This is an optimization exercise on Yosys and OpenROAD, whose aim is small area and a short achievable clock period, not a production implementation. No functional check of the RTL was part of any run shown here. Power figures rest on the tool's default switching activity, not on a simulated workload.

==> flow/design.v, too long to show whole: its modules and the start of the top module <==
// module divider: 3507 lines
module divider
(
    input              clk,
    input              reset,
    input  [31:0]      A,
    input  [31:0]      B,
    input              start,
    input  [7:0]       Physical_address_in,
    input  [31:0]      PC_in,
    input              divider_op_in,
    output             divide_zero_exception,
    output [31:0]      Result,
    output [7:0]       Physical_address_out,
    output [31:0]      PC_out,
    output             done
);
  // ...
==> flow/run.sh <==
#!/bin/bash
# synth_recipe.tcl (not shown) runs the flow's synth.tcl, then flattens the netlist and writes it again
# the make line also repeats each setting of config.mk as NAME=value (left out here)
make -C /OpenROAD-flow-scripts/flow DESIGN_CONFIG=/design/flow/config.mk WORK_HOME=/design/flow/orfs CLKGATE_MAP_FILE= SYNTH_SCRIPT=/design/flow/synth_recipe.tcl finish
==> flow/config.mk <==
export PLATFORM = sky130hd
export DESIGN_NAME = divider
export DESIGN_NICKNAME = divider
export VERILOG_FILES = /design/flow/design.v
export SDC_FILE = /design/flow/constraint.sdc
export NUM_CORES = 8
export LEC_CHECK = 0
export ABC_AREA = 1
export CAP_MARGIN = 20
export CORE_MARGIN = 2
export CORE_UTILIZATION = 40
export CTS_CLUSTER_DIAMETER = 60
export CTS_CLUSTER_SIZE = 20
export GPL_TIMING_DRIVEN = 0
export SLEW_MARGIN = 20
==> flow/constraint.sdc <==
create_clock -name core_clock -period 8.0 [get_ports {clk}]
set_input_delay 1.6000 -clock core_clock [delete_from_list [all_inputs] [get_ports {clk}]]
set_output_delay 1.6000 -clock core_clock [all_outputs]
set_load 0.01 [all_outputs]
==> key figures, run 1 <==
Routing
  – Met2 routed WL: 92000 µm
  – Routed len/inst: 21.6 µm
  – Pre-Repair DR Iteration Count: 6
  – DRT iter0 DRCs: 3990

Layout
  – Fin area: about 0.07 mm²
  – Non-filler cells, final: 9434
  – Clock buffers: 80
  – Inverter count: 916
  – Clk tree area frac: 3.44%
  – Most frequent cells in the layout: nand2_1, inv_1, dfxtp_1, ha_1, nand3_1

STA
  – Layout Skew: 0.0348 ns
  – Final setup vio count: 7
  – Final hold slack: 0.303 ns
  – RSZ-0062 raised after global routing: true
  – Final WS setup: -0.130 ns
  – F_max: 0.123 GHz

Run status
  – SO Viols: negative setup slack
  – Outcome: complete, but fails checks

Pwr
  – Dominant power group: combinational logic
  – Total Power: 0.0142 W
  – Logic pwr share: 40.4%
  – Pint: around 0.0085 W
  – P_sw: approximately 0.0057 W
  – Register share of total power: 34.3%

Setup path
  – Delay-heaviest family, CP: adder cells
  – R2R Path End: x2[31]
  – Crit path arrival time: 8.70 ns
  – Critical path type: in2reg
  – Crit path required time: about 8.6 ns

Placed design
  – Dpl hpwl: 164000 µm
  – Gpl congestion: 0.961
  – IO Port Bufs: 181

Clock tree
  – CTS Hold Buffers Added: 0
  – Post_cts resized: 548
  – Post-CTS Repair Setup Buffers: 157
  – Clock transition at the registers of the reported paths: 0.08 ns

Synth
  – Synth area leader: dfxtp_1
  – Syn nets: 8209
  – Main synth FF type: dfxtp_1
  – Distinct cells, synth: 72

GRT
  – Gr usage total: 26.7%

Worst hold path
  – Worst hold path depth: 0

Die
  – Area of the die: 0.149 mm²
==> run 2: changes to the inputs <==
--- a/flow/design.v
+++ b/flow/design.v
@@ -11,137 +11,17 @@
     output             divide_zero_exception,
     output [31:0]      Result,
     output [7:0]       Physical_address_out,
     output [31:0]      PC_out,
     output             done
 );
     wire [31:0] x0 = A;
     wire [31:0] d0 = B;
-    wire [31:0] ea = B[31:1];
-    wire [31:0] eb = B[31:0];
-    wire [31:0] tb3_g0 = {1'b0, ea} & eb;
-    wire [31:0] tb3_p0 = {1'b0, ea} ^ eb;
-    wire tb3_l0_1_g = tb3_g0[1] | (tb3_p0[1] & tb3_g0[0]);
-    wire tb3_l0_1_p = tb3_p0[1] & tb3_p0[0];
-    wire tb3_l0_3_g = tb3_g0[3] | (tb3_p0[3] & tb3_g0[2]);
-    wire tb3_l0_3_p = tb3_p0[3] & tb3_p0[2];
-    wire tb3_l0_5_g = tb3_g0[5] | (tb3_p0[5] & tb3_g0[4]);
-    wire tb3_l0_5_p = tb3_p0[5] & tb3_p0[4];
-    wire tb3_l0_7_g = tb3_g0[7] | (tb3_p0[7] & tb3_g0[6]);
-    wire tb3_l0_7_p = tb3_p0[7] & tb3_p0[6];
-    wire tb3_l0_9_g = tb3_g0[9] | (tb3_p0[9] & tb3_g0[8]);
-    wire tb3_l0_9_p = tb3_p0[9] & tb3_p0[8];
-    wire tb3_l0_11_g = tb3_g0[11] | (tb3_p0[11] & tb3_g0[10]);
-    wire tb3_l0_11_p = tb3_p0[11] & tb3_p0[10];
-    wire tb3_l0_13_g = tb3_g0[13] | (tb3_p0[13] & tb3_g0[12]);
-    wire tb3_l0_13_p = tb3_p0[13] & tb3_p0[12];
-    wire tb3_l0_15_g = tb3_g0[15] | (tb3_p0[15] & tb3_g0[14]);
-    wire tb3_l0_15_p = tb3_p0[15] & tb3_p0[14];
-    wire tb3_l0_17_g = tb3_g0[17] | (tb3_p0[17] & tb3_g0[16]);
-    wire tb3_l0_17_p = tb3_p0[17] & tb3_p0[16];
-    wire tb3_l0_19_g = tb3_g0[19] | (tb3_p0[19] & tb3_g0[18]);
-    wire tb3_l0_19_p = tb3_p0[19] & tb3_p0[18];
-    wire tb3_l0_21_g = tb3_g0[21] | (tb3_p0[21] & tb3_g0[20]);
-    wire tb3_l0_21_p = tb3_p0[21] & tb3_p0[20];
-    wire tb3_l0_23_g = tb3_g0[23] | (tb3_p0[23] & tb3_g0[22]);
-    wire tb3_l0_23_p = tb3_p0[23] & tb3_p0[22];
-    wire tb3_l0_25_g = tb3_g0[25] | (tb3_p0[25] & tb3_g0[24]);
-    wire tb3_l0_25_p = tb3_p0[25] & tb3_p0[24];
-    wire tb3_l0_27_g = tb3_g0[27] | (tb3_p0[27] & tb3_g0[26]);
-    wire tb3_l0_27_p = tb3_p0[27] & tb3_p0[26];
-    wire tb3_l0_29_g = tb3_g0[29] | (tb3_p0[29] & tb3_g0[28]);
-    wire tb3_l0_29_p = tb3_p0[29] & tb3_p0[28];
-    wire tb3_l0_31_g = tb3_g0[31] | (tb3_p0[31] & tb3_g0[30]);
-    wire tb3_l0_31_p = tb3_p0[31] & tb3_p0[30];
-    wire tb3_l1_3_g = tb3_l0_3_g | (tb3_l0_3_p & tb3_l0_1_g);
-    wire tb3_l1_3_p = tb3_l0_3_p & tb3_l0_1_p;
-    wire tb3_l1_7_g = tb3_l0_7_g | (tb3_l0_7_p & tb3_l0_5_g);
-    wire tb3_l1_7_p = tb3_l0_7_p & tb3_l0_5_p;
-    wire tb3_l1_11_g = tb3_l0_11_g | (tb3_l0_11_p & tb3_l0_9_g);
-    wire tb3_l1_11_p = tb3_l0_11_p & tb3_l0_9_p;
-    wire tb3_l1_15_g = tb3_l0_15_g | (tb3_l0_15_p & tb3_l0_13_g);
-    wire tb3_l1_15_p = tb3_l0_15_p & tb3_l0_13_p;
-    wire tb3_l1_19_g = tb3_l0_19_g | (tb3_l0_19_p & tb3_l0_17_g);
-    wire tb3_l1_19_p = tb3_l0_19_p & tb3_l0_17_p;
-    wire tb3_l1_23_g = tb3_l0_23_g | (tb3_l0_23_p & tb3_l0_21_g);
-    wire tb3_l1_23_p = tb3_l0_23_p & tb3_l0_21_p;
-    wire tb3_l1_27_g = tb3_l0_27_g | (tb3_l0_27_p & tb3_l0_25_g);
-    wire tb3_l1_27_p = tb3_l0_27_p & tb3_l0_25_p;
-    wire tb3_l1_31_g = tb3_l0_31_g | (tb3_l0_31_p & tb3_l0_29_g);
-    wire tb3_l1_31_p = tb3_l0_31_p & tb3_l0_29_p;
-    wire tb3_l2_7_g = tb3_l1_7_g | (tb3_l1_7_p & tb3_l1_3_g);
-    wire tb3_l2_7_p = tb3_l1_7_p & tb3_l1_3_p;
-    wire tb3_l2_15_g = tb3_l1_15_g | (tb3_l1_15_p & tb3_l1_11_g);
-    wire tb3_l2_15_p = tb3_l1_15_p & tb3_l1_11_p;
-    wire tb3_l2_23_g = tb3_l1_23_g | (tb3_l1_23_p & tb3_l1_19_g);
-    wire tb3_l2_23_p = tb3_l1_23_p & tb3_l1_19_p;
-    wire tb3_l2_31_g = tb3_l1_31_g | (tb3_l1_31_p & tb3_l1_27_g);
-    wire tb3_l2_31_p = tb3_l1_31_p & tb3_l1_27_p;
-    wire tb3_l3_15_g = tb3_l2_15_g | (tb3_l2_15_p & tb3_l2_7_g);
-    wire tb3_l3_15_p = tb3_l2_15_p & tb3_l2_7_p;
-    wire tb3_l3_31_g = tb3_l2_31_g | (tb3_l2_31_p & tb3_l2_23_g);
-    wire tb3_l3_31_p = tb3_l2_31_p & tb3_l2_23_p;
-    wire tb3_l4_31_g = tb3_l3_31_g | (tb3_l3_31_p & tb3_l3_15_g);
-    wire tb3_l4_31_p = tb3_l3_31_p & tb3_l3_15_p;
-    wire tb3_l5_23_g = tb3_l2_23_g | (tb3_l2_23_p & tb3_l3_15_g);
-    wire tb3_l5_23_p = tb3_l2_23_p & tb3_l3_15_p;
-    wire tb3_l6_11_g = tb3_l1_11_g | (tb3_l1_11_p & tb3_l2_7_g);
-    wire tb3_l6_11_p = tb3_l1_11_p & tb3_l2_7_p;
-    wire tb3_l6_19_g = tb3_l1_19_g | (tb3_l1_19_p & tb3_l3_15_g);
-    wire tb3_l6_19_p = tb3_l1_19_p & tb3_l3_15_p;
-    wire tb3_l6_27_g = tb3_l1_27_g | (tb3_l1_27_p & tb3_l5_23_g);
-    wire tb3_l6_27_p = tb3_l1_27_p & tb3_l5_23_p;
-    wire tb3_l7_5_g = tb3_l0_5_g | (tb3_l0_5_p & tb3_l1_3_g);
-    wire tb3_l7_5_p = tb3_l0_5_p & tb3_l1_3_p;
-    wire tb3_l7_9_g = tb3_l0_9_g | (tb3_l0_9_p & tb3_l2_7_g);
-    wire tb3_l7_9_p = tb3_l0_9_p & tb3_l2_7_p;
-    wire tb3_l7_13_g = tb3_l0_13_g | (tb3_l0_13_p & tb3_l6_11_g);
-    wire tb3_l7_13_p = tb3_l0_13_p & tb3_l6_11_p;
-    wire tb3_l7_17_g = tb3_l0_17_g | (tb3_l0_17_p & tb3_l3_15_g);
-    wire tb3_l7_17_p = tb3_l0_17_p & tb3_l3_15_p;
-    wire tb3_l7_21_g = tb3_l0_21_g | (tb3_l0_21_p & tb3_l6_19_g);
-    wire tb3_l7_21_p = tb3_l0_21_p & tb3_l6_19_p;
-    wire tb3_l7_25_g = tb3_l0_25_g | (tb3_l0_25_p & tb3_l5_23_g);
-    wire tb3_l7_25_p = tb3_l0_25_p & tb3_l5_23_p;
-    wire tb3_l7_29_g = tb3_l0_29_g | (tb3_l0_29_p & tb3_l6_27_g);
-    wire tb3_l7_29_p = tb3_l0_29_p & tb3_l6_27_p;
-    wire tb3_l8_2_g = tb3_g0[2] | (tb3_p0[2] & tb3_l0_1_g);
-    wire tb3_l8_2_p = tb3_p0[2] & tb3_l0_1_p;
-    wire tb3_l8_4_g = tb3_g0[4] | (tb3_p0[4] & tb3_l1_3_g);
-    wire tb3_l8_4_p = tb3_p0[4] & tb3_l1_3_p;
-    wire tb3_l8_6_g = tb3_g0[6] | (tb3_p0[6] & tb3_l7_5_g);
-    wire tb3_l8_6_p = tb3_p0[6] & tb3_l7_5_p;
-    wire tb3_l8_8_g = tb3_g0[8] | (tb3_p0[8] & tb3_l2_7_g);
-    wire tb3_l8_8_p = tb3_p0[8] & tb3_l2_7_p;
-    wire tb3_l8_10_g = tb3_g0[10] | (tb3_p0[10] & tb3_l7_9_g);
-    wire tb3_l8_10_p = tb3_p0[10] & tb3_l7_9_p;
-    wire tb3_l8_12_g = tb3_g0[12] | (tb3_p0[12] & tb3_l6_11_g);
-    wire tb3_l8_12_p = tb3_p0[12] & tb3_l6_11_p;
-    wire tb3_l8_14_g = tb3_g0[14] | (tb3_p0[14] & tb3_l7_13_g);
-    wire tb3_l8_14_p = tb3_p0[14] & tb3_l7_13_p;
-    wire tb3_l8_16_g = tb3_g0[16] | (tb3_p0[16] & tb3_l3_15_g);
-    wire tb3_l8_16_p = tb3_p0[16] & tb3_l3_15_p;
-    wire tb3_l8_18_g = tb3_g0[18] | (tb3_p0[18] & tb3_l7_17_g);
-    wire tb3_l8_18_p = tb3_p0[18] & tb3_l7_17_p;
-    wire tb3_l8_20_g = tb3_g0[20] | (tb3_p0[20] & tb3_l6_19_g);
-    wire tb3_l8_20_p = tb3_p0[20] & tb3_l6_19_p;
-    wire tb3_l8_22_g = tb3_g0[22] | (tb3_p0[22] & tb3_l7_21_g);
-    wire tb3_l8_22_p = tb3_p0[22] & tb3_l7_21_p;
-    wire tb3_l8_24_g = tb3_g0[24] | (tb3_p0[24] & tb3_l5_23_g);
-    wire tb3_l8_24_p = tb3_p0[24] & tb3_l5_23_p;
-    wire tb3_l8_26_g = tb3_g0[26] | (tb3_p0[26] & tb3_l7_25_g);
-    wire tb3_l8_26_p = tb3_p0[26] & tb3_l7_25_p;
-    wire tb3_l8_28_g = tb3_g0[28] | (tb3_p0[28] & tb3_l6_27_g);
-    wire tb3_l8_28_p = tb3_p0[28] & tb3_l6_27_p;
-    wire tb3_l8_30_g = tb3_g0[30] | (tb3_p0[30] & tb3_l7_29_g);
-    wire tb3_l8_30_p = tb3_p0[30] & tb3_l7_29_p;
-    wire [31:0] tb3_cin = {tb3_l8_30_g, tb3_l7_29_g, tb3_l8_28_g, tb3_l6_27_g, tb3_l8_26_g, tb3_l7_25_g, tb3_l8_24_g, tb3_l5_23_g, tb3_l8_22_g, tb3_l7_21_g, tb3_l8_20_g, tb3_l6_19_g, tb3_l8_18_g, tb3_l7_17_g, tb3_l8_16_g, tb3_l3_15_g, tb3_l8_14_g, tb3_l7_13_g, tb3_l8_12_g, tb3_l6_11_g, tb3_l8_10_g, tb3_l7_9_g, tb3_l8_8_g, tb3_l2_7_g, tb3_l8_6_g, tb3_l7_5_g, tb3_l8_4_g, tb3_l1_3_g, tb3_l8_2_g, tb3_l0_1_g, tb3_g0[0], 1'b0};
-    wire [32:0] tb3_sum = {tb3_l4_31_g, tb3_p0 ^ tb3_cin};
-    wire [33:0] e0 = {tb3_sum, B[0]};   
+    wire [33:0] e0 = {2'b0, B} + {1'b0, B, 1'b0};   
     wire        v0 = start;
     wire        op0 = divider_op_in;
     wire        z0 = (A != 32'd0) && (B == 32'd0);
     wire [7:0]  pa0 = Physical_address_in;
     wire [31:0] pc0 = PC_in;
     wire [31:0] x0_0 = x0;
     wire [1:0] s0_0_x = x0_0[31:30];
     wire [34:0] s0_0_m0 = 35'd0;
@@ -345,82 +225,106 @@
     wire s1_0_h1 = ~|s1_0_m1[34:8];
     wire [7:0] s1_0_n1 = s1_0_m1[7:0];
     wire [7:0] s1_0_s1_g0 = s1_0_x & ~s1_0_n1;
     wire [7:0] s1_0_s1_p0 = ~(s1_0_x ^ s1_0_n1);
     wire [7:0] s1_0_s1_G0 = {s1_0_s1_g0[7:1], s1_0_s1_g0[0] | s1_0_s1_p0[0]};
     wire [7:0] s1_0_s1_P0 = s1_0_s1_p0;
     wire s1_0_s1_l0_1_g = s1_0_s1_G0[1] | (s1_0_s1_P0[1] & s1_0_s1_G0[0]);
     wire s1_0_s1_l0_1_p = s1_0_s1_P0[1] & s1_0_s1_P0[0];
-    wire s1_0_s1_l1_2_g = s1_0_s1_G0[2] | (s1_0_s1_P0[2] & s1_0_s1_l0_1_g);
-    wire s1_0_s1_l1_2_p = s1_0_s1_P0[2] & s1_0_s1_l0_1_p;
-    wire s1_0_s1_l2_3_g = s1_0_s1_G0[3] | (s1_0_s1_P0[3] & s1_0_s1_l1_2_g);
-    wire s1_0_s1_l2_3_p = s1_0_s1_P0[3] & s1_0_s1_l1_2_p;
-    wire s1_0_s1_l3_4_g = s1_0_s1_G0[4] | (s1_0_s1_P0[4] & s1_0_s1_l2_3_g);
-    wire s1_0_s1_l3_4_p = s1_0_s1_P0[4] & s1_0_s1_l2_3_p;
-    wire s1_0_s1_l4_5_g = s1_0_s1_G0[5] | (s1_0_s1_P0[5] & s1_0_s1_l3_4_g);
-    wire s1_0_s1_l4_5_p = s1_0_s1_P0[5] & s1_0_s1_l3_4_p;
-    wire s1_0_s1_l5_6_g = s1_0_s1_G0[6] | (s1_0_s1_P0[6] & s1_0_s1_l4_5_g);
-    wire s1_0_s1_l5_6_p = s1_0_s1_P0[6] & s1_0_s1_l4_5_p;
-    wire s1_0_s1_l6_7_g = s1_0_s1_G0[7] | (s1_0_s1_P0[7] & s1_0_s1_l5_6_g);
-    wire s1_0_s1_l6_7_p = s1_0_s1_P0[7] & s1_0_s1_l5_6_p;
-    wire s1_0_s1_co = s1_0_s1_l6_7_g;
-    wire [7:0] s1_0_s1_cin = {s1_0_s1_l5_6_g, s1_0_s1_l4_5_g, s1_0_s1_l3_4_g, s1_0_s1_l2_3_g, s1_0_s1_l1_2_g, s1_0_s1_l0_1_g, s1_0_s1_G0[0], 1'b1};
+    wire s1_0_s1_l0_3_g = s1_0_s1_G0[3] | (s1_0_s1_P0[3] & s1_0_s1_G0[2]);
+    wire s1_0_s1_l0_3_p = s1_0_s1_P0[3] & s1_0_s1_P0[2];
+    wire s1_0_s1_l0_5_g = s1_0_s1_G0[5] | (s1_0_s1_P0[5] & s1_0_s1_G0[4]);
+    wire s1_0_s1_l0_5_p = s1_0_s1_P0[5] & s1_0_s1_P0[4];
+    wire s1_0_s1_l0_7_g = s1_0_s1_G0[7] | (s1_0_s1_P0[7] & s1_0_s1_G0[6]);
+    wire s1_0_s1_l0_7_p = s1_0_s1_P0[7] & s1_0_s1_P0[6];
+    wire s1_0_s1_l1_3_g = s1_0_s1_l0_3_g | (s1_0_s1_l0_3_p & s1_0_s1_l0_1_g);
+    wire s1_0_s1_l1_3_p = s1_0_s1_l0_3_p & s1_0_s1_l0_1_p;
+    wire s1_0_s1_l1_7_g = s1_0_s1_l0_7_g | (s1_0_s1_l0_7_p & s1_0_s1_l0_5_g);
+    wire s1_0_s1_l1_7_p = s1_0_s1_l0_7_p & s1_0_s1_l0_5_p;
+    wire s1_0_s1_l2_7_g = s1_0_s1_l1_7_g | (s1_0_s1_l1_7_p & s1_0_s1_l1_3_g);
+    wire s1_0_s1_l2_7_p = s1_0_s1_l1_7_p & s1_0_s1_l1_3_p;
+    wire s1_0_s1_l3_5_g = s1_0_s1_l0_5_g | (s1_0_s1_l0_5_p & s1_0_s1_l1_3_g);
+    wire s1_0_s1_l3_5_p = s1_0_s1_l0_5_p & s1_0_s1_l1_3_p;
+    wire s1_0_s1_l4_2_g = s1_0_s1_G0[2] | (s1_0_s1_P0[2] & s1_0_s1_l0_1_g);
+    wire s1_0_s1_l4_2_p = s1_0_s1_P0[2] & s1_0_s1_l0_1_p;
+    wire s1_0_s1_l4_4_g = s1_0_s1_G0[4] | (s1_0_s1_P0[4] & s1_0_s1_l1_3_g);
+    wire s1_0_s1_l4_4_p = s1_0_s1_P0[4] & s1_0_s1_l1_3_p;
+    wire s1_0_s1_l4_6_g = s1_0_s1_G0[6] | (s1_0_s1_P0[6] & s1_0_s1_l3_5_g);
+    wire s1_0_s1_l4_6_p = s1_0_s1_P0[6] & s1_0_s1_l3_5_p;
+    wire s1_0_s1_co = s1_0_s1_l2_7_g;
+    wire [7:0] s1_0_s1_cin = {s1_0_s1_l4_6_g, s1_0_s1_l3_5_g, s1_0_s1_l4_4_g, s1_0_s1_l1_3_g, s1_0_s1_l4_2_g, s1_0_s1_l0_1_g, s1_0_s1_G0[0], 1'b1};
     wire [7:0] s1_0_s1_df = s1_0_s1_p0 ^ s1_0_s1_cin;
     wire [8:0] s1_0_d1 = {~s1_0_s1_co, s1_0_s1_df};
     wire s1_0_c1 = s1_0_h1 & s1_0_s1_co;
     wire [34:0] s1_0_m2 = {2'b0, d1, 1'b0};
     wire s1_0_h2 = ~|s1_0_m2[34:8];
     wire [7:0] s1_0_n2 = s1_0_m2[7:0];
     wire [7:0] s1_0_s2_g0 = s1_0_x & ~s1_0_n2;
     wire [7:0] s1_0_s2_p0 = ~(s1_0_x ^ s1_0_n2);
     wire [7:0] s1_0_s2_G0 = {s1_0_s2_g0[7:1], s1_0_s2_g0[0] | s1_0_s2_p0[0]};
     wire [7:0] s1_0_s2_P0 = s1_0_s2_p0;
     wire s1_0_s2_l0_1_g = s1_0_s2_G0[1] | (s1_0_s2_P0[1] & s1_0_s2_G0[0]);
     wire s1_0_s2_l0_1_p = s1_0_s2_P0[1] & s1_0_s2_P0[0];
-    wire s1_0_s2_l1_2_g = s1_0_s2_G0[2] | (s1_0_s2_P0[2] & s1_0_s2_l0_1_g);
-    wire s1_0_s2_l1_2_p = s1_0_s2_P0[2] & s1_0_s2_l0_1_p;
-    wire s1_0_s2_l2_3_g = s1_0_s2_G0[3] | (s1_0_s2_P0[3] & s1_0_s2_l1_2_g);
-    wire s1_0_s2_l2_3_p = s1_0_s2_P0[3] & s1_0_s2_l1_2_p;
-    wire s1_0_s2_l3_4_g = s1_0_s2_G0[4] | (s1_0_s2_P0[4] & s1_0_s2_l2_3_g);
-    wire s1_0_s2_l3_4_p = s1_0_s2_P0[4] & s1_0_s2_l2_3_p;
-    wire s1_0_s2_l4_5_g = s1_0_s2_G0[5] | (s1_0_s2_P0[5] & s1_0_s2_l3_4_g);
-    wire s1_0_s2_l4_5_p = s1_0_s2_P0[5] & s1_0_s2_l3_4_p;
-    wire s1_0_s2_l5_6_g = s1_0_s2_G0[6] | (s1_0_s2_P0[6] & s1_0_s2_l4_5_g);
-    wire s1_0_s2_l5_6_p = s1_0_s2_P0[6] & s1_0_s2_l4_5_p;
-    wire s1_0_s2_l6_7_g = s1_0_s2_G0[7] | (s1_0_s2_P0[7] & s1_0_s2_l5_6_g);
-    wire s1_0_s2_l6_7_p = s1_0_s2_P0[7] & s1_0_s2_l5_6_p;
-    wire s1_0_s2_co = s1_0_s2_l6_7_g;
-    wire [7:0] s1_0_s2_cin = {s1_0_s2_l5_6_g, s1_0_s2_l4_5_g, s1_0_s2_l3_4_g, s1_0_s2_l2_3_g, s1_0_s2_l1_2_g, s1_0_s2_l0_1_g, s1_0_s2_G0[0], 1'b1};
+    wire s1_0_s2_l0_3_g = s1_0_s2_G0[3] | (s1_0_s2_P0[3] & s1_0_s2_G0[2]);
+    wire s1_0_s2_l0_3_p = s1_0_s2_P0[3] & s1_0_s2_P0[2];
+    wire s1_0_s2_l0_5_g = s1_0_s2_G0[5] | (s1_0_s2_P0[5] & s1_0_s2_G0[4]);
+    wire s1_0_s2_l0_5_p = s1_0_s2_P0[5] & s1_0_s2_P0[4];
+    wire s1_0_s2_l0_7_g = s1_0_s2_G0[7] | (s1_0_s2_P0[7] & s1_0_s2_G0[6]);
+    wire s1_0_s2_l0_7_p = s1_0_s2_P0[7] & s1_0_s2_P0[6];
+    wire s1_0_s2_l1_3_g = s1_0_s2_l0_3_g | (s1_0_s2_l0_3_p & s1_0_s2_l0_1_g);
+    wire s1_0_s2_l1_3_p = s1_0_s2_l0_3_p & s1_0_s2_l0_1_p;
+    wire s1_0_s2_l1_7_g = s1_0_s2_l0_7_g | (s1_0_s2_l0_7_p & s1_0_s2_l0_5_g);
+    wire s1_0_s2_l1_7_p = s1_0_s2_l0_7_p & s1_0_s2_l0_5_p;
+    wire s1_0_s2_l2_7_g = s1_0_s2_l1_7_g | (s1_0_s2_l1_7_p & s1_0_s2_l1_3_g);
+    wire s1_0_s2_l2_7_p = s1_0_s2_l1_7_p & s1_0_s2_l1_3_p;
+    wire s1_0_s2_l3_5_g = s1_0_s2_l0_5_g | (s1_0_s2_l0_5_p & s1_0_s2_l1_3_g);
+    wire s1_0_s2_l3_5_p = s1_0_s2_l0_5_p & s1_0_s2_l1_3_p;
+    wire s1_0_s2_l4_2_g = s1_0_s2_G0[2] | (s1_0_s2_P0[2] & s1_0_s2_l0_1_g);
+    wire s1_0_s2_l4_2_p = s1_0_s2_P0[2] & s1_0_s2_l0_1_p;
+    wire s1_0_s2_l4_4_g = s1_0_s2_G0[4] | (s1_0_s2_P0[4] & s1_0_s2_l1_3_g);
+    wire s1_0_s2_l4_4_p = s1_0_s2_P0[4] & s1_0_s2_l1_3_p;
+    wire s1_0_s2_l4_6_g = s1_0_s2_G0[6] | (s1_0_s2_P0[6] & s1_0_s2_l3_5_g);
+    wire s1_0_s2_l4_6_p = s1_0_s2_P0[6] & s1_0_s2_l3_5_p;
+    wire s1_0_s2_co = s1_0_s2_l2_7_g;
+    wire [7:0] s1_0_s2_cin = {s1_0_s2_l4_6_g, s1_0_s2_l3_5_g, s1_0_s2_l4_4_g, s1_0_s2_l1_3_g, s1_0_s2_l4_2_g, s1_0_s2_l0_1_g, s1_0_s2_G0[0], 1'b1};
     wire [7:0] s1_0_s2_df = s1_0_s2_p0 ^ s1_0_s2_cin;
     wire [8:0] s1_0_d2 = {~s1_0_s2_co, s1_0_s2_df};
     wire s1_0_c2 = s1_0_h2 & s1_0_s2_co;
     wire [34:0] s1_0_m3 = {1'b0, e1};
     wire s1_0_h3 = ~|s1_0_m3[34:8];
     wire [7:0] s1_0_n3 = s1_0_m3[7:0];
     wire [7:0] s1_0_s3_g0 = s1_0_x & ~s1_0_n3;
     wire [7:0] s1_0_s3_p0 = ~(s1_0_x ^ s1_0_n3);
     wire [7:0] s1_0_s3_G0 = {s1_0_s3_g0[7:1], s1_0_s3_g0[0] | s1_0_s3_p0[0]};
     wire [7:0] s1_0_s3_P0 = s1_0_s3_p0;
     wire s1_0_s3_l0_1_g = s1_0_s3_G0[1] | (s1_0_s3_P0[1] & s1_0_s3_G0[0]);
     wire s1_0_s3_l0_1_p = s1_0_s3_P0[1] & s1_0_s3_P0[0];
-    wire s1_0_s3_l1_2_g = s1_0_s3_G0[2] | (s1_0_s3_P0[2] & s1_0_s3_l0_1_g);
-    wire s1_0_s3_l1_2_p = s1_0_s3_P0[2] & s1_0_s3_l0_1_p;
-    wire s1_0_s3_l2_3_g = s1_0_s3_G0[3] | (s1_0_s3_P0[3] & s1_0_s3_l1_2_g);
-    wire s1_0_s3_l2_3_p = s1_0_s3_P0[3] & s1_0_s3_l1_2_p;
-    wire s1_0_s3_l3_4_g = s1_0_s3_G0[4] | (s1_0_s3_P0[4] & s1_0_s3_l2_3_g);
-    wire s1_0_s3_l3_4_p = s1_0_s3_P0[4] & s1_0_s3_l2_3_p;
-    wire s1_0_s3_l4_5_g = s1_0_s3_G0[5] | (s1_0_s3_P0[5] & s1_0_s3_l3_4_g);
-    wire s1_0_s3_l4_5_p = s1_0_s3_P0[5] & s1_0_s3_l3_4_p;
-    wire s1_0_s3_l5_6_g = s1_0_s3_G0[6] | (s1_0_s3_P0[6] & s1_0_s3_l4_5_g);
-    wire s1_0_s3_l5_6_p = s1_0_s3_P0[6] & s1_0_s3_l4_5_p;
-    wire s1_0_s3_l6_7_g = s1_0_s3_G0[7] | (s1_0_s3_P0[7] & s1_0_s3_l5_6_g);
-    wire s1_0_s3_l6_7_p = s1_0_s3_P0[7] & s1_0_s3_l5_6_p;
-    wire s1_0_s3_co = s1_0_s3_l6_7_g;
-    wire [7:0] s1_0_s3_cin = {s1_0_s3_l5_6_g, s1_0_s3_l4_5_g, s1_0_s3_l3_4_g, s1_0_s3_l2_3_g, s1_0_s3_l1_2_g, s1_0_s3_l0_1_g, s1_0_s3_G0[0], 1'b1};
+    wire s1_0_s3_l0_3_g = s1_0_s3_G0[3] | (s1_0_s3_P0[3] & s1_0_s3_G0[2]);
+    wire s1_0_s3_l0_3_p = s1_0_s3_P0[3] & s1_0_s3_P0[2];
+    wire s1_0_s3_l0_5_g = s1_0_s3_G0[5] | (s1_0_s3_P0[5] & s1_0_s3_G0[4]);
+    wire s1_0_s3_l0_5_p = s1_0_s3_P0[5] & s1_0_s3_P0[4];
+    wire s1_0_s3_l0_7_g = s1_0_s3_G0[7] | (s1_0_s3_P0[7] & s1_0_s3_G0[6]);
+    wire s1_0_s3_l0_7_p = s1_0_s3_P0[7] & s1_0_s3_P0[6];
+    wire s1_0_s3_l1_3_g = s1_0_s3_l0_3_g | (s1_0_s3_l0_3_p & s1_0_s3_l0_1_g);
+    wire s1_0_s3_l1_3_p = s1_0_s3_l0_3_p & s1_0_s3_l0_1_p;
+    wire s1_0_s3_l1_7_g = s1_0_s3_l0_7_g | (s1_0_s3_l0_7_p & s1_0_s3_l0_5_g);
+    wire s1_0_s3_l1_7_p = s1_0_s3_l0_7_p & s1_0_s3_l0_5_p;
+    wire s1_0_s3_l2_7_g = s1_0_s3_l1_7_g | (s1_0_s3_l1_7_p & s1_0_s3_l1_3_g);
+    wire s1_0_s3_l2_7_p = s1_0_s3_l1_7_p & s1_0_s3_l1_3_p;
+    wire s1_0_s3_l3_5_g = s1_0_s3_l0_5_g | (s1_0_s3_l0_5_p & s1_0_s3_l1_3_g);
+    wire s1_0_s3_l3_5_p = s1_0_s3_l0_5_p & s1_0_s3_l1_3_p;
+    wire s1_0_s3_l4_2_g = s1_0_s3_G0[2] | (s1_0_s3_P0[2] & s1_0_s3_l0_1_g);
+    wire s1_0_s3_l4_2_p = s1_0_s3_P0[2] & s1_0_s3_l0_1_p;
+    wire s1_0_s3_l4_4_g = s1_0_s3_G0[4] | (s1_0_s3_P0[4] & s1_0_s3_l1_3_g);
+    wire s1_0_s3_l4_4_p = s1_0_s3_P0[4] & s1_0_s3_l1_3_p;
+    wire s1_0_s3_l4_6_g = s1_0_s3_G0[6] | (s1_0_s3_P0[6] & s1_0_s3_l3_5_g);
+    wire s1_0_s3_l4_6_p = s1_0_s3_P0[6] & s1_0_s3_l3_5_p;
+    wire s1_0_s3_co = s1_0_s3_l2_7_g;
+    wire [7:0] s1_0_s3_cin = {s1_0_s3_l4_6_g, s1_0_s3_l3_5_g, s1_0_s3_l4_4_g, s1_0_s3_l1_3_g, s1_0_s3_l4_2_g, s1_0_s3_l0_1_g, s1_0_s3_G0[0], 1'b1};
     wire [7:0] s1_0_s3_df = s1_0_s3_p0 ^ s1_0_s3_cin;
     wire [8:0] s1_0_d3 = {~s1_0_s3_co, s1_0_s3_df};
     wire s1_0_c3 = s1_0_h3 & s1_0_s3_co;
     wire [7:0] s1_0_t = s1_0_c3 ? s1_0_d3[7:0] : (s1_0_c2 ? s1_0_d2[7:0] : (s1_0_c1 ? s1_0_d1[7:0] : (s1_0_x)));
     wire [1:0] s1_0_q = s1_0_c3 ? 2'd3 : (s1_0_c2 ? 2'd2 : (s1_0_c1 ? 2'd1 : (0)));
     wire [31:0] x1_1 = {s1_0_t, x1_0[23:0]};
     wire [9:0] s1_1_x = x1_1[31:22];
     wire [34:0] s1_1_m0 = 35'd0;
==> flow/flow/run.sh (new file) <==
#!/bin/bash
set -euo pipefail
export BUFFER_PORTS_ARGS="-buffer_cell sky130_fd_sc_hd__buf_2"
export RECOVER_POWER=100
bash standard.sh > standard.log 2>&1
==> flow/standard.sh (new file) <==
#!/bin/bash
# synth_recipe.tcl (not shown) runs the flow's synth.tcl, then flattens the netlist and writes it again
# the make line also repeats each setting of config.mk as NAME=value (left out here)
make -C /OpenROAD-flow-scripts/flow DESIGN_CONFIG=/design/flow/config.mk WORK_HOME=/design/flow/orfs CLKGATE_MAP_FILE= SYNTH_SCRIPT=/design/flow/synth_recipe.tcl "${@:-finish}"
==> flow/config.mk (replaced) <==
export PLATFORM = sky130hd
export DESIGN_NAME = divider
export DESIGN_NICKNAME = divider
export VERILOG_FILES = /design/flow/design.v
export SDC_FILE = /design/flow/constraint.sdc
export NUM_CORES = 8
export LEC_CHECK = 0
export ABC_AREA = 1
export CAP_MARGIN = 5
export CORE_MARGIN = 2
export CORE_UTILIZATION = 40
export CTS_CLUSTER_DIAMETER = 100
export CTS_CLUSTER_SIZE = 28
export GPL_TIMING_DRIVEN = 0
export SETUP_SLACK_MARGIN = 0.1
export SLEW_MARGIN = 5
removed: flow/run.sh
==> run 2 against run 1 <==
Compared with the run above:
- the run now finishes clean
- core utilization shrank 1.7 points
- routed wire length shrank 1.4%
- clock power shrank 29%
- clock skew grew 0.026 ns
- synthesized area grew 0.67%
- register-to-register slack gained 0.14 ns
- flip-flop and latch count is the same
- setup slack gained 0.39 ns
- largest power group unchanged
- sequential power is essentially flat
- critical path type is now reg2reg
- sequential share of layout area grew 0.79 points
==> key figures, run 2 <==
Run status
  – Outcome: no timing/DRC/antenna violations (was complete, but fails checks)

STA
  – Final Hold Viols: 0 (unchanged)
  – Final setup vio count: 0 (was 7)
  – Max-slew headroom: 13.4% (was 17.5%)
  – Worst-margin pin slew: 1.29 ns (was 1.23 ns)
  – RSZ-0062 raised after global routing: true (unchanged)
  – Layout Skew: 0.0608 ns (was 0.0348 ns)
  – Final hold slack: 0.306 ns (was 0.303 ns)
  – Final TNS setup: 0 ns (was -0.644 ns)
  – Max-slew violations: 0 (unchanged)
  – Tmin final: 7.74 ns (was 8.13 ns)
  – Part of the cycle the worst path needs: 96.8% (was 102%)
  – F_max: 0.129 GHz (was 0.123 GHz)

Routing
  – Avg Vias per Cell: 5.30 (was 5.31)
  – Pre-Repair DR Iteration Count: 6 (unchanged)
  – Routed len/inst: 21.0 µm (was 21.6 µm)
  – Via count: 50.7k (was 50.1k)
  – Number of remaining DRC errors: 0 (unchanged)
  – Routed wire length: 200000 µm (was 203000 µm)
  – DRT iter0 DRCs: 3924 (was 3990)
  – Routed Antenna Nets: 0 (unchanged)

Setup path
  – Reg2reg setup slack: 0.26 ns (was 0.12 ns)
  – Crit end category: flip-flop (unchanged)
  – Crit path max fanout: 10 (was 5)
  – Critical path type: reg2reg (was in2reg)
  – Crit path required time: 8.64 ns (was 8.57 ns)
  – CP startpoint kind: flip-flop (was primary input)
  – Crit path arrival time: 8.38 ns (was 8.70 ns)
  – Worst path max stage delay: 0.44 ns (was 0.51 ns)
  – CP max-delay cell: dfxtp_4 (was fa_2)

Clock tree
  – CTS H-tree depth: 2 (was 3)
  – CTS Hold Buffers Added: 0 (unchanged)
  – Clk latency of the worst-skew pair: 0.70 ns (about the same)
  – Clock transition at the registers of the reported paths: 0.10 ns (was 0.08 ns)
  – Number of clock sinks: 790 (unchanged)
  – TritonCTS clock tree: yes (unchanged)
  – Total CTS buffers: 42 (was 70)
  – Clk root buf: clkbuf_16 (unchanged)
  – Longest Clk Path Bufs: 3 (unchanged)

Placed design
  – Dpl hpwl: 162000 µm (was 164000 µm)
  – Gpl congestion: 0.969 (was 0.961)
  – IO Port Bufs: 181 (unchanged)

Pwr
  – Sw Share: 40.8% (was 40.0%)
  – Register share of total power: 37.5% (was 34.3%)
  – Pwr per Cell Area: 187 mW/mm² (was 199 mW/mm²)
  – Logic pwr share: 42.7% (was 40.4%)
  – Clock power frac: 19.8% (was 25.3%)
  – Leakage Power: 33.5 nW (was 34.2 nW)
  – P_sw: 0.00525 W (was 0.00567 W)
  – Max VDD drop: 168 µV (was 187 µV)
  – Pint: 0.00762 W (was 0.00849 W)

Synth
  – Post-synth EDFFs: 0 (unchanged)
  – Synth area leaders: dfxtp_1, ha_1, fa_1, nand2_1, inv_1 (unchanged)
  – Commonest cells in the netlist: nand2_1, inv_1, ha_1 (was nand2_1, inv_1, dfxtp_1)
  – Syn nets: 8409 (was 8209)
  – Post-Syn Area: 0.0586 mm² (was 0.0582 mm²)
  – Main synth FF type: dfxtp_1 (unchanged)
  – Synthesized area per cell: 8.25 µm² (was 8.44 µm²)
  – Sequential-to-total area share from yosys stat: 27.0% (was 27.2%)
  – Area share of the largest cell type after synthesis: 27.0% (was 27.2%)
  – Most common cell in the synthesized netlist: nand2_1 (unchanged)
  – Warnings, synthesis: 1 (unchanged)
  – Synth Instances: 7101 (was 6897)
  – Async set or reset register ratio after synthesis: 0% (unchanged)
  – #FFs+latches synth: 790 (unchanged)
  – Distinct cells, synth: 60 (was 72)
  – Synth area leader: dfxtp_1 (unchanged)

Run
  – MaxCap Viol Count: 0 (unchanged)

Layout
  – Multi-input gate area: 0.0410 mm² (was 0.0411 mm²)
  – Synth-to-layout area growth: 17.4% (was 22.1%)
  – Layout cells sized above 1: 16.9% (was 17.9%)
  – Register area: 0.0161 mm² (was 0.0160 mm²)
  – Most frequent cells in the layout: nand2_1, inv_1, ha_1, dfxtp_1, nand3_1 (was nand2_1, inv_1, dfxtp_1, ha_1, nand3_1)
  – Util after Layout: 47.3% (was 49.0%)
  – Fillers: 14.2k (was 13.8k)
  – Final net count: 8935 (was 8779)
  – Most common library cell in the layout ignoring fill and taps: nand2_1 (unchanged)

Die
  – FP Rows: 140 (unchanged)
  – Vert. Die Dim: 387 µm (was 386 µm)
  – Io pins: 182 (unchanged)
  – Core footprint: 0.146 mm² (was 0.145 mm²)
  – Area of the die: 0.150 mm² (was 0.149 mm²)
  – Die W: 387 µm (was 386 µm)
  – Initial core utilization: 40.3% (was 40.1%)

GRT
  – First-pass GRT wire length: 294000 µm (was 297000 µm)
  – Antenna violations before repair: 12 (was 20)
  – Vias in the first global route: 48.2k (was 48.0k)
  – Gr usage total: 25.8% (was 26.7%)
  – Global route overflow: 0 (unchanged)
  – Largest net degree at the start of global routing: 29 (was 21)

Worst hold path
  – Hold Crit Class: reg2reg (unchanged)
run 2: cell count changes in the layout (fill, tap and decap cells not counted), moves of 27 or more:
cell | before | now
buf_2 | 28 | 124
a21oi_1 | 255 | 298
fa_2 | 46 | 11
ha_1 | 707 | 734
clkdlybuf4s50_1 | 153 | 0
nor2_1 | 232 | 318
nand2_1 | 1381 | 1462
o21ai_0 | 125 | 196
clkbuf_16 | 73 | 44
or2_2 | 37 | 99
nand3_1 | 532 | 492
clkbuf_1 | 18 | 104
run 2: cell families after synthesis:
family | Yosys count | share of synthesized area, %
AO/OA/AOI/OAI | 991 | 10.3
adder cells (fa/ha/maj) | 1200 | 30.8
XOR/XNOR | 343 | 5.12
AND/OR/NAND/NOR | 2733 | 19.9
flip-flops | 790 | 27.0
buffers and inverters | 1044 | 6.88
run 2: worst max-delay path, delay by kind of cell (launching register included):
kind                       cells  cell delay [ns]
and+or+nand+nor               36             4.03
AOI/OAI and AO/OA              7             1.35
buffers and inverters          7             1.08
adders and majority gates      3             0.72
DFF                            1             0.44
run 2: area by class of cell:
class | count | area share, %
multi-input cells | 5268 | 59.6
flip-flops and latches | 790 | 23.3
inverters | 912 | 5.32
repair buffers | 483 | 4.55
well taps | 1917 | 3.49
plain buffers | 130 | 1.61
clock buffers | 43 | 1.53
clock inverters | 20 | 0.547
diodes | 4 | 0.0145
run 2: what timing repair did:
| action | 4_1_cts | 5_1_grt |
|---|---|---|
| gates resized for setup | 487 | 461 |
| buffers inserted | 121 | 176 |
| gates cloned | 1 | 3 |
| pin swaps | 38 | 115 |
| endpoints found under the setup margin | 100 | 100 |
run 2: power groups by stage:
stage | clock, W | combinational [W] | sequential (W)
floorplan | 0 | 0.00363 | 0.00460
global placement | 0 | 0.00478 | 0.00491
detailed placement | 0 | 0.00489 | 0.00491
CTS | 0.00263 | 0.00515 | 0.00482
global route | 0.00276 | 0.00620 | 0.00486
finish | 0.00255 | 0.00549 | 0.00483
run 2: path summary, 6_finish.rpt:
| check | startpoint | endpoint | depth (start not counted) |
|---|---|---|---|
| worst max-delay path | d4[1] | x5[18] | 53 |
| worst min-delay path | pc2[3] | pc3[3] | 0 |
| worst max register to register | d4[1] | x5[18] | 53 |
| worst min register to register | pc2[3] | pc3[3] | 0 |
run 2: through the flow:
stage                     total power, W  instance area (µm²)  instances  worst slack, ns
after detailed placement         0.00980                62000       9201            -2.22
after CTS                         0.0126                65800       9386           0.0750
after global routing              0.0138                68800       9565          -0.0356
final                             0.0129                68800       9567            0.260
after floorplan                  0.00823                58600       7101            0.120
after global placement           0.00969                61900       9199            -2.08
run 2: per-layer routing:
layer | vias to the layer above | global-route usage (%) | share of wire, %
li1 | 24300 | - | -
met2 | 1780 | 41.9 | 45
met4 | 4 | 11.1 | 4.8
met1 | 24300 | 34.4 | 43
met3 | 388 | 3.29 | 6.8
met5 | - | 0 | 0.011

[what the ideal ports hide]
How much do the figures lean on ideal ports? The routed layouts below were timed once more, with nothing changed but the port constraints. Step 1 assumes that a clkbuf_16 drives the clock port and a buf_2 every other input. Step 2, shift: input delay + t, output delay - t, t = (earliest + latest rising clock arrival at the registers) / 2. This alone moves slack from input paths to output paths. Slacks: no drivers / after step 1 / after step 2; pairs: no drivers / after step 1.
run | t (ns) | slack for setup (ns) | worst register clock-pin slew, ns | worst data-port slew with drivers (ns)
run 1 | 0.755 | -0.130 / -0.100 / -0.855 | 0.08 / 0.08 | 0.06
run 2 | 0.752 | 0.260 / 0.260 / -0.366 | 0.11 / 0.11 | 0.04
Met with ideal ports but missed after step 2: setup timing in run 2. For run 1, which loses most, drivers alone change the setup slack by +0.030 ns; drivers and shift together by -0.725 ns.
